What follows belongs to an exercise in optimizing a design on an open flow for small area, a short achievable clock period and few clock cycles per item; a production flow would make more cautious choices.
In this exercise RTL edits were held to simulation tests only and were not proved equivalent to the original.
The clock input has no modelled driver; a real chip could not lean on it and would need a root buffer or a full tree.
Power is estimated from default activity; no workload was simulated.

Design fp_add, start of the top module:
module fp_add (
    input  [63:0] in_A,
    input  [63:0] in_B,
    input         clk,
    input         rst_n,
    input         in_valid,
    output [63:0] result,
    output        out_valid
);
Settings: LEC_CHECK=0, CAP_MARGIN=20, CORE_MARGIN=2, CORE_UTILIZATION=60, SLEW_MARGIN=20; clock period 10.0 ns.
standard.sh (not shown) runs the stock make flow with config.mk's settings and CLKGATE_MAP_FILE= SYNTH_SCRIPT=/design/flow/synth_recipe.tcl, a recipe that flattens the netlist after the stock synthesis.
==> flow/flow/run.sh <==
#!/bin/bash
set -euo pipefail
TREE=$PWD/flow/cts_tree.tcl
PORTS="BUFFER_PORTS_ARGS=-inputs -outputs -buffer_cell sky130_fd_sc_hd__buf_1"
MY_ABC_SCRIPT=$PWD/flow/map.abc bash standard.sh SYNTH_SCRIPT=$PWD/flow/my_synth.tcl synth > synth.log 2>&1
bash standard.sh SETUP_SLACK_MARGIN=7.1 SKIP_GATE_CLONING=1 floorplan > floorplan.log 2>&1
bash standard.sh SETUP_SLACK_MARGIN=7.1 SKIP_GATE_CLONING=1 "$PORTS" place > place.log 2>&1
bash standard.sh SETUP_SLACK_MARGIN=7.1 SKIP_GATE_CLONING=1 PRE_CTS_TCL=$TREE cts > cts.log 2>&1
for step in grt route finish; do
  bash standard.sh SETUP_SLACK_MARGIN=7.1 SKIP_GATE_CLONING=1 $step > $step.log 2>&1
done
==> flow/flow/cts_tree.tcl <==
# Sourced by ORFS's cts.tcl (PRE_CTS_TCL) in place of TritonCTS: builds a
# two-level clock tree. Root buffers on the clock port each drive a group
# of leaf buffers; each leaf buffer sits at the centre of a k-means cluster
# of flip-flops and drives them. All flip-flops see the same two buffer
# stages; the tree only shortens the clock's insertion delay.
proc my_clock_tree { {nleaf 20} {nroot 4} {bufname sky130_fd_sc_hd__clkbuf_16} } {
  set db [ord::get_db]
  set block [ord::get_db_block]
  set master [$db findMaster $bufname]
  set clk_net [$block findNet clk]
  set sinks {}
  foreach it [$clk_net getITerms] {
    set inst [$it getInst]
    set bb [$inst getBBox]
    lappend sinks [list $it [expr {([$bb xMin] + [$bb xMax]) / 2.0}] [expr {([$bb yMin] + [$bb yMax]) / 2.0}]]
  }
  set n [llength $sinks]
  # k-means: seed with sinks spread by sorted order
  set sorted [lsort -real -index 1 $sinks]
  set cx {}; set cy {}
  for {set k 0} {$k < $nleaf} {incr k} {
    set s [lindex $sorted [expr {int(($k + 0.5) * $n / $nleaf)}]]
    lappend cx [lindex $s 1]; lappend cy [lindex $s 2]
  }
  for {set iter 0} {$iter < 30} {incr iter} {
    set sx [lrepeat $nleaf 0.0]; set sy [lrepeat $nleaf 0.0]; set cnt [lrepeat $nleaf 0]
    set assign {}
    foreach s $sinks {
      set x [lindex $s 1]; set y [lindex $s 2]
      set best 0; set bd 1e30
      for {set k 0} {$k < $nleaf} {incr k} {
        set d [expr {abs($x - [lindex $cx $k]) + abs($y - [lindex $cy $k])}]
        if {$d < $bd} { set bd $d; set best $k }
      }
      lappend assign $best
      lset sx $best [expr {[lindex $sx $best] + $x}]
      lset sy $best [expr {[lindex $sy $best] + $y}]
      lset cnt $best [expr {[lindex $cnt $best] + 1}]
    }
    for {set k 0} {$k < $nleaf} {incr k} {
      if {[lindex $cnt $k] > 0} {
        lset cx $k [expr {[lindex $sx $k] / [lindex $cnt $k]}]
        lset cy $k [expr {[lindex $sy $k] / [lindex $cnt $k]}]
      }
    }
  }
  # roots: k-means of leaf centres into nroot groups
  set leaves {}
  for {set k 0} {$k < $nleaf} {incr k} { lappend leaves [list $k [lindex $cx $k] [lindex $cy $k]] }
  set lsorted [lsort -real -index 1 $leaves]
  set rx {}; set ry {}
  for {set r 0} {$r < $nroot} {incr r} {
    set s [lindex $lsorted [expr {int(($r + 0.5) * $nleaf / $nroot)}]]
    lappend rx [lindex $s 1]; lappend ry [lindex $s 2]
  }
  set rassign [lrepeat $nleaf 0]
  for {set iter 0} {$iter < 20} {incr iter} {
    set sx [lrepeat $nroot 0.0]; set sy [lrepeat $nroot 0.0]; set cnt [lrepeat $nroot 0]
    for {set k 0} {$k < $nleaf} {incr k} {
      set x [lindex $cx $k]; set y [lindex $cy $k]
      set best 0; set bd 1e30
      for {set r 0} {$r < $nroot} {incr r} {
        set d [expr {abs($x - [lindex $rx $r]) + abs($y - [lindex $ry $r])}]
        if {$d < $bd} { set bd $d; set best $r }
      }
      lset rassign $k $best
      lset sx $best [expr {[lindex $sx $best] + $x}]
      lset sy $best [expr {[lindex $sy $best] + $y}]
      lset cnt $best [expr {[lindex $cnt $best] + 1}]
    }
    for {set r 0} {$r < $nroot} {incr r} {
      if {[lindex $cnt $r] > 0} {
        lset rx $r [expr {[lindex $sx $r] / [lindex $cnt $r]}]
        lset ry $r [expr {[lindex $sy $r] / [lindex $cnt $r]}]
      }
    }
  }
  set w [$master getWidth]; set h [$master getHeight]
  # root buffers
  set rnets {}
  for {set r 0} {$r < $nroot} {incr r} {
    set inst [odb::dbInst_create $block $master "clkroot_$r"]
    set net [odb::dbNet_create $block "clkroot_net_$r"]
    $net setSigType CLOCK
    [$inst findITerm A] connect $clk_net
    [$inst findITerm X] connect $net
    $inst setLocation [expr {int([lindex $rx $r] - $w / 2)}] [expr {int([lindex $ry $r] - $h / 2)}]
    $inst setPlacementStatus PLACED
    lappend rnets $net
  }
  # leaf buffers
  set lnets {}
  for {set k 0} {$k < $nleaf} {incr k} {
    set inst [odb::dbInst_create $block $master "clkleaf_$k"]
    set net [odb::dbNet_create $block "clkleaf_net_$k"]
    $net setSigType CLOCK
    [$inst findITerm A] connect [lindex $rnets [lindex $rassign $k]]
    [$inst findITerm X] connect $net
    $inst setLocation [expr {int([lindex $cx $k] - $w / 2)}] [expr {int([lindex $cy $k] - $h / 2)}]
    $inst setPlacementStatus PLACED
    lappend lnets $net
  }
  set i 0
  foreach s $sinks {
    set it [lindex $s 0]
    $it disconnect
    $it connect [lindex $lnets [lindex $assign $i]]
    incr i
  }
  $clk_net setSigType CLOCK
  puts "my_clock_tree: $n sinks, $nleaf leaves, $nroot roots"
}

rename clock_tree_synthesis tritoncts_clock_tree_synthesis
proc clock_tree_synthesis { args } {
  my_clock_tree 40 4
}
==> flow/flow/map.abc <==
strash
dch
map -D 1900
topo
stime -c
buffer -c
upsize -c -D 1900
dnsize -c -D 1900
==> flow/flow/my_synth.tcl <==
# synth_recipe.tcl (the standard synthesis script) with one change: the
# final ABC technology mapping uses flow/map.abc, a delay-targeted mapping
# (map -D 1900) with buffering and sizing, instead of ORFS's abc_speed
# script. Registers, their names and cell types are untouched: ABC maps only
# the logic between them.
proc synth {args} { yosys synth -nofsm -noshare {*}$args }
proc abc {args} {
  set i [lsearch -exact $args -script]
  if {$i >= 0} { lset args [expr {$i + 1}] $::env(MY_ABC_SCRIPT) }
  yosys abc {*}$args
}
source $::env(SCRIPTS_DIR)/synth.tcl
# left out here: clear keep_hierarchy, flatten, clean up, hide names made inside functions, write 1_2_yosys.v
The baseline passed the timing, DRC and antenna checks.
Testbench counts at the start, summed over its fixed seeds: cycles 80,056, items 80,000.
Change:
==> flow/flow/run.sh (replaced) <==
#!/bin/bash
set -euo pipefail
TREE=$PWD/flow/cts_tree.tcl
PORTS="BUFFER_PORTS_ARGS=-inputs -outputs -buffer_cell sky130_fd_sc_hd__buf_1"
MY_ABC_SCRIPT=$PWD/flow/map.abc bash standard.sh SYNTH_SCRIPT=$PWD/flow/my_synth.tcl synth > synth.log 2>&1
bash standard.sh SETUP_SLACK_MARGIN=7.1 floorplan > floorplan.log 2>&1
bash standard.sh SETUP_SLACK_MARGIN=7.1 "$PORTS" place > place.log 2>&1
bash standard.sh SETUP_SLACK_MARGIN=7.1 PRE_CTS_TCL=$TREE cts > cts.log 2>&1
for step in grt route finish; do
  bash standard.sh SETUP_SLACK_MARGIN=7.1 $step > $step.log 2>&1
done
- CORE_UTILIZATION: 60 -> 66
Effect: The new run completed with no timing, DRC or antenna violations; combinational power went up by about 1%; sequential power is about the same; core utilization went up by 6.8 points; worst hold slack gets better by 0.0036 ns; maximum frequency went down by about 2.4%; power went up by about 0.7%; global-route usage went up by 4.1 points; worst setup slack gets worse by 0.072 ns; via count went up by about 4%; routed wire length went up by 3.9%.
Change:
==> flow/flow/map.abc (replaced) <==
strash
dch
map -D 2300
topo
stime -c
buffer -c
upsize -c -D 2300
dnsize -c -D 2300
--- a/flow/flow/my_synth.tcl
+++ b/flow/flow/my_synth.tcl
@@ -2,3 +2,3 @@
 # final ABC technology mapping uses flow/map.abc, a delay-targeted mapping
-# (map -D 1900) with buffering and sizing, instead of ORFS's abc_speed
+# (map -D 2300) with buffering and sizing, instead of ORFS's abc_speed
 # script. Registers, their names and cell types are untouched: ABC maps only
- CORE_UTILIZATION: 66 -> 60
Sequential power is about the same.
Clock skew decreases by 0.015 ns.
Worst setup slack improves by 0.074 ns.
Global-route usage decreases by 3.8 points.
Routed wire length decreases by about 3.4%.
Synthesized area barely changes.
Cell area went up by about 0.9%.
Hold slack is worse by 0.015 ns.
Die area grows by 9.6%.
Synthesized cell count stays flat.
Change:
==> flow/flow/run.sh (replaced) <==
#!/bin/bash
set -euo pipefail
TREE=$PWD/flow/cts_tree.tcl
PORTS="BUFFER_PORTS_ARGS=-inputs -outputs -buffer_cell sky130_fd_sc_hd__buf_1"
MY_ABC_SCRIPT=$PWD/flow/map.abc bash standard.sh SYNTH_SCRIPT=$PWD/flow/my_synth.tcl synth > synth.log 2>&1
bash standard.sh SETUP_SLACK_MARGIN=7.15 floorplan > floorplan.log 2>&1
bash standard.sh SETUP_SLACK_MARGIN=7.15 "$PORTS" place > place.log 2>&1
bash standard.sh SETUP_SLACK_MARGIN=7.15 PRE_CTS_TCL=$TREE cts > cts.log 2>&1
for step in grt route finish; do
  bash standard.sh SETUP_SLACK_MARGIN=7.15 $step > $step.log 2>&1
done
--- a/flow/flow/cts_tree.tcl
+++ b/flow/flow/cts_tree.tcl
@@ -4,7 +4,11 @@
 # of flip-flops and drives them. All flip-flops see the same two buffer
-# stages; the tree only shortens the clock's insertion delay.
-proc my_clock_tree { {nleaf 20} {nroot 4} {bufname sky130_fd_sc_hd__clkbuf_16} } {
+# stages; the tree only shortens the clock's insertion delay. The roots are
+# buf_16; a leaf is buf_8, or buf_12 when it drives more than 20
+# flip-flops (plain buffers: faster than the clkbuf cells at these loads).
+proc my_clock_tree { {nleaf 20} {nroot 4} } {
   set db [ord::get_db]
   set block [ord::get_db_block]
-  set master [$db findMaster $bufname]
+  set master [$db findMaster sky130_fd_sc_hd__buf_16]
+  set m8 [$db findMaster sky130_fd_sc_hd__buf_8]
+  set m12 [$db findMaster sky130_fd_sc_hd__buf_12]
   set clk_net [$block findNet clk]
@@ -91,5 +95,8 @@
   # leaf buffers
+  set lcnt [lrepeat $nleaf 0]
+  foreach a $assign { lset lcnt $a [expr {[lindex $lcnt $a] + 1}] }
   set lnets {}
   for {set k 0} {$k < $nleaf} {incr k} {
-    set inst [odb::dbInst_create $block $master "clkleaf_$k"]
+    set lm [expr {[lindex $lcnt $k] > 20 ? $m12 : $m8}]
+    set inst [odb::dbInst_create $block $lm "clkleaf_$k"]
     set net [odb::dbNet_create $block "clkleaf_net_$k"]
@@ -98,3 +105,3 @@
     [$inst findITerm X] connect $net
-    $inst setLocation [expr {int([lindex $cx $k] - $w / 2)}] [expr {int([lindex $cy $k] - $h / 2)}]
+    $inst setLocation [expr {int([lindex $cx $k] - [$lm getWidth] / 2)}] [expr {int([lindex $cy $k] - [$lm getHeight] / 2)}]
     $inst setPlacementStatus PLACED
==> flow/flow/map.abc (replaced) <==
strash
dch
map -D 1900
topo
stime -c
buffer -c
upsize -c -D 1900
dnsize -c -D 1900
--- a/flow/flow/my_synth.tcl
+++ b/flow/flow/my_synth.tcl
@@ -2,3 +2,3 @@
 # final ABC technology mapping uses flow/map.abc, a delay-targeted mapping
-# (map -D 2300) with buffering and sizing, instead of ORFS's abc_speed
+# (map -D 1900) with buffering and sizing, instead of ORFS's abc_speed
 # script. Registers, their names and cell types are untouched: ABC maps only
- CORE_UTILIZATION: 60 -> 63
Effect:
- The changed run went through all stages and came out clean
- critical path depth falls by 18
- wire length falls by 1.4%
- worst setup slack improved by 0.065 ns
- cell count falls by 1.2%
- utilization rises by 2.0 points
- final area falls by 1.8%
- sequential share of layout area rises by 0.80 points
- sequential power rises by about 1%
- die area falls by 4.5%
- register-to-register slack improved by 0.11 ns
- power falls by 2.0%
Change:
==> flow/flow/run.sh (replaced) <==
#!/bin/bash
set -euo pipefail
TREE=$PWD/flow/cts_tree.tcl
PORTS="BUFFER_PORTS_ARGS=-inputs -outputs -buffer_cell sky130_fd_sc_hd__buf_1"
MY_ABC_SCRIPT=$PWD/flow/map.abc bash standard.sh SYNTH_SCRIPT=$PWD/flow/my_synth.tcl synth > synth.log 2>&1
bash standard.sh SETUP_SLACK_MARGIN=7.25 floorplan > floorplan.log 2>&1
bash standard.sh SETUP_SLACK_MARGIN=7.25 "$PORTS" place > place.log 2>&1
bash standard.sh SETUP_SLACK_MARGIN=7.25 PRE_CTS_TCL=$TREE cts > cts.log 2>&1
for step in grt route finish; do
  bash standard.sh SETUP_SLACK_MARGIN=7.25 $step > $step.log 2>&1
done
--- a/flow/flow/cts_tree.tcl
+++ b/flow/flow/cts_tree.tcl
@@ -4,11 +4,7 @@
 # of flip-flops and drives them. All flip-flops see the same two buffer
-# stages; the tree only shortens the clock's insertion delay. The roots are
-# buf_16; a leaf is buf_8, or buf_12 when it drives more than 20
-# flip-flops (plain buffers: faster than the clkbuf cells at these loads).
-proc my_clock_tree { {nleaf 20} {nroot 4} } {
+# stages; the tree only shortens the clock's insertion delay.
+proc my_clock_tree { {nleaf 20} {nroot 4} {bufname sky130_fd_sc_hd__clkbuf_16} } {
   set db [ord::get_db]
   set block [ord::get_db_block]
-  set master [$db findMaster sky130_fd_sc_hd__buf_16]
-  set m8 [$db findMaster sky130_fd_sc_hd__buf_8]
-  set m12 [$db findMaster sky130_fd_sc_hd__buf_12]
+  set master [$db findMaster $bufname]
   set clk_net [$block findNet clk]
@@ -95,8 +91,5 @@
   # leaf buffers
-  set lcnt [lrepeat $nleaf 0]
-  foreach a $assign { lset lcnt $a [expr {[lindex $lcnt $a] + 1}] }
   set lnets {}
   for {set k 0} {$k < $nleaf} {incr k} {
-    set lm [expr {[lindex $lcnt $k] > 20 ? $m12 : $m8}]
-    set inst [odb::dbInst_create $block $lm "clkleaf_$k"]
+    set inst [odb::dbInst_create $block $master "clkleaf_$k"]
     set net [odb::dbNet_create $block "clkleaf_net_$k"]
@@ -105,3 +98,3 @@
     [$inst findITerm X] connect $net
-    $inst setLocation [expr {int([lindex $cx $k] - [$lm getWidth] / 2)}] [expr {int([lindex $cy $k] - [$lm getHeight] / 2)}]
+    $inst setLocation [expr {int([lindex $cx $k] - $w / 2)}] [expr {int([lindex $cy $k] - $h / 2)}]
     $inst setPlacementStatus PLACED
- CORE_UTILIZATION: 63 -> 60
Cell area grows by a few percent. Critical path depth is unchanged. Die area grows by a few percent. Power rose by a few percent. Setup slack degrades by 0.046 ns. Wire length grows by a few percent. Global-route usage fell by 0.13 points. Area after synthesis does not change. Utilization stays flat. Clock skew climbs by 0.015 ns.
Change:
==> flow/flow/run.sh (replaced) <==
#!/bin/bash
set -euo pipefail
TREE=$PWD/flow/cts_tree.tcl
PORTS="BUFFER_PORTS_ARGS=-inputs -outputs -buffer_cell sky130_fd_sc_hd__buf_1"
MY_ABC_SCRIPT=$PWD/flow/map.abc bash standard.sh SYNTH_SCRIPT=$PWD/flow/my_synth.tcl synth > synth.log 2>&1
bash standard.sh SETUP_SLACK_MARGIN=7.1 floorplan > floorplan.log 2>&1
bash standard.sh SETUP_SLACK_MARGIN=7.1 "$PORTS" place > place.log 2>&1
bash standard.sh SETUP_SLACK_MARGIN=7.1 PRE_CTS_TCL=$TREE cts > cts.log 2>&1
for step in grt route finish; do
  bash standard.sh SETUP_SLACK_MARGIN=7.1 $step > $step.log 2>&1
done
==> flow/flow/map.abc (replaced) <==
strash
dch
map -D 2100
topo
stime -c
buffer -c
upsize -c -D 2100
dnsize -c -D 2100
--- a/flow/flow/my_synth.tcl
+++ b/flow/flow/my_synth.tcl
@@ -2,3 +2,3 @@
 # final ABC technology mapping uses flow/map.abc, a delay-targeted mapping
-# (map -D 1900) with buffering and sizing, instead of ORFS's abc_speed
+# (map -D 2100) with buffering and sizing, instead of ORFS's abc_speed
 # script. Registers, their names and cell types are untouched: ABC maps only
Outcome:
- area after synthesis hardly moves
- cell area shrinks by a few percent
- worst hold slack got worse by 0.018 ns
- die area barely changes
- via count shrinks by a few percent
- maximum frequency went down by a few percent
No run of this note takes its clock network from TritonCTS; it comes from the design's own scripts or RTL.

==> port drivers added, routing unchanged <==
The results above use ideal ports. As a check the final layouts listed here were re-extracted and re-timed, cells and wires unchanged. Step 1 assumes that a clkbuf_16 drives the clock port and a buf_2 every other input. Step 2 times the ports against the registers' clock, not the clock port: input delays grow and output delays shrink by t, the midpoint of the rising clock arrivals with the driver on. Slacks: no drivers / after step 1 / after step 2; pairs: no drivers / after step 1.
| run | shift t [ns] | slack for setup (ns) | hold slack, ns | clock arrival spread, ns | slew at the worst register clock pin (ns) |
|---|---|---|---|---|---|
| the first run | 0.521 | 7.087 / 6.949 / 7.159 | 0.312 / 0.312 / 0.312 | 0.109 / 0.109 | 0.11 / 0.11 |
| the second run | 0.525 | 7.015 / 6.975 / 7.015 | 0.315 / 0.315 / 0.315 | 0.087 / 0.088 | 0.10 / 0.10 |
| the third run | 0.522 | 7.089 / 6.984 / 7.089 | 0.301 / 0.301 / 0.301 | 0.073 / 0.073 | 0.10 / 0.10 |
| the fourth run | 0.482 | 7.154 / 7.002 / 7.199 | 0.293 / 0.293 / 0.293 | 0.105 / 0.104 | 0.11 / 0.11 |
| the fifth run | 0.518 | 7.107 / 6.974 / 7.196 | 0.315 / 0.315 / 0.315 | 0.111 / 0.111 | 0.11 / 0.11 |
| the sixth run | 0.531 | 7.047 / 6.912 / 7.082 | 0.297 / 0.297 / 0.297 | 0.115 / 0.114 | 0.12 / 0.12 |
After both steps every run listed still meets setup and hold.
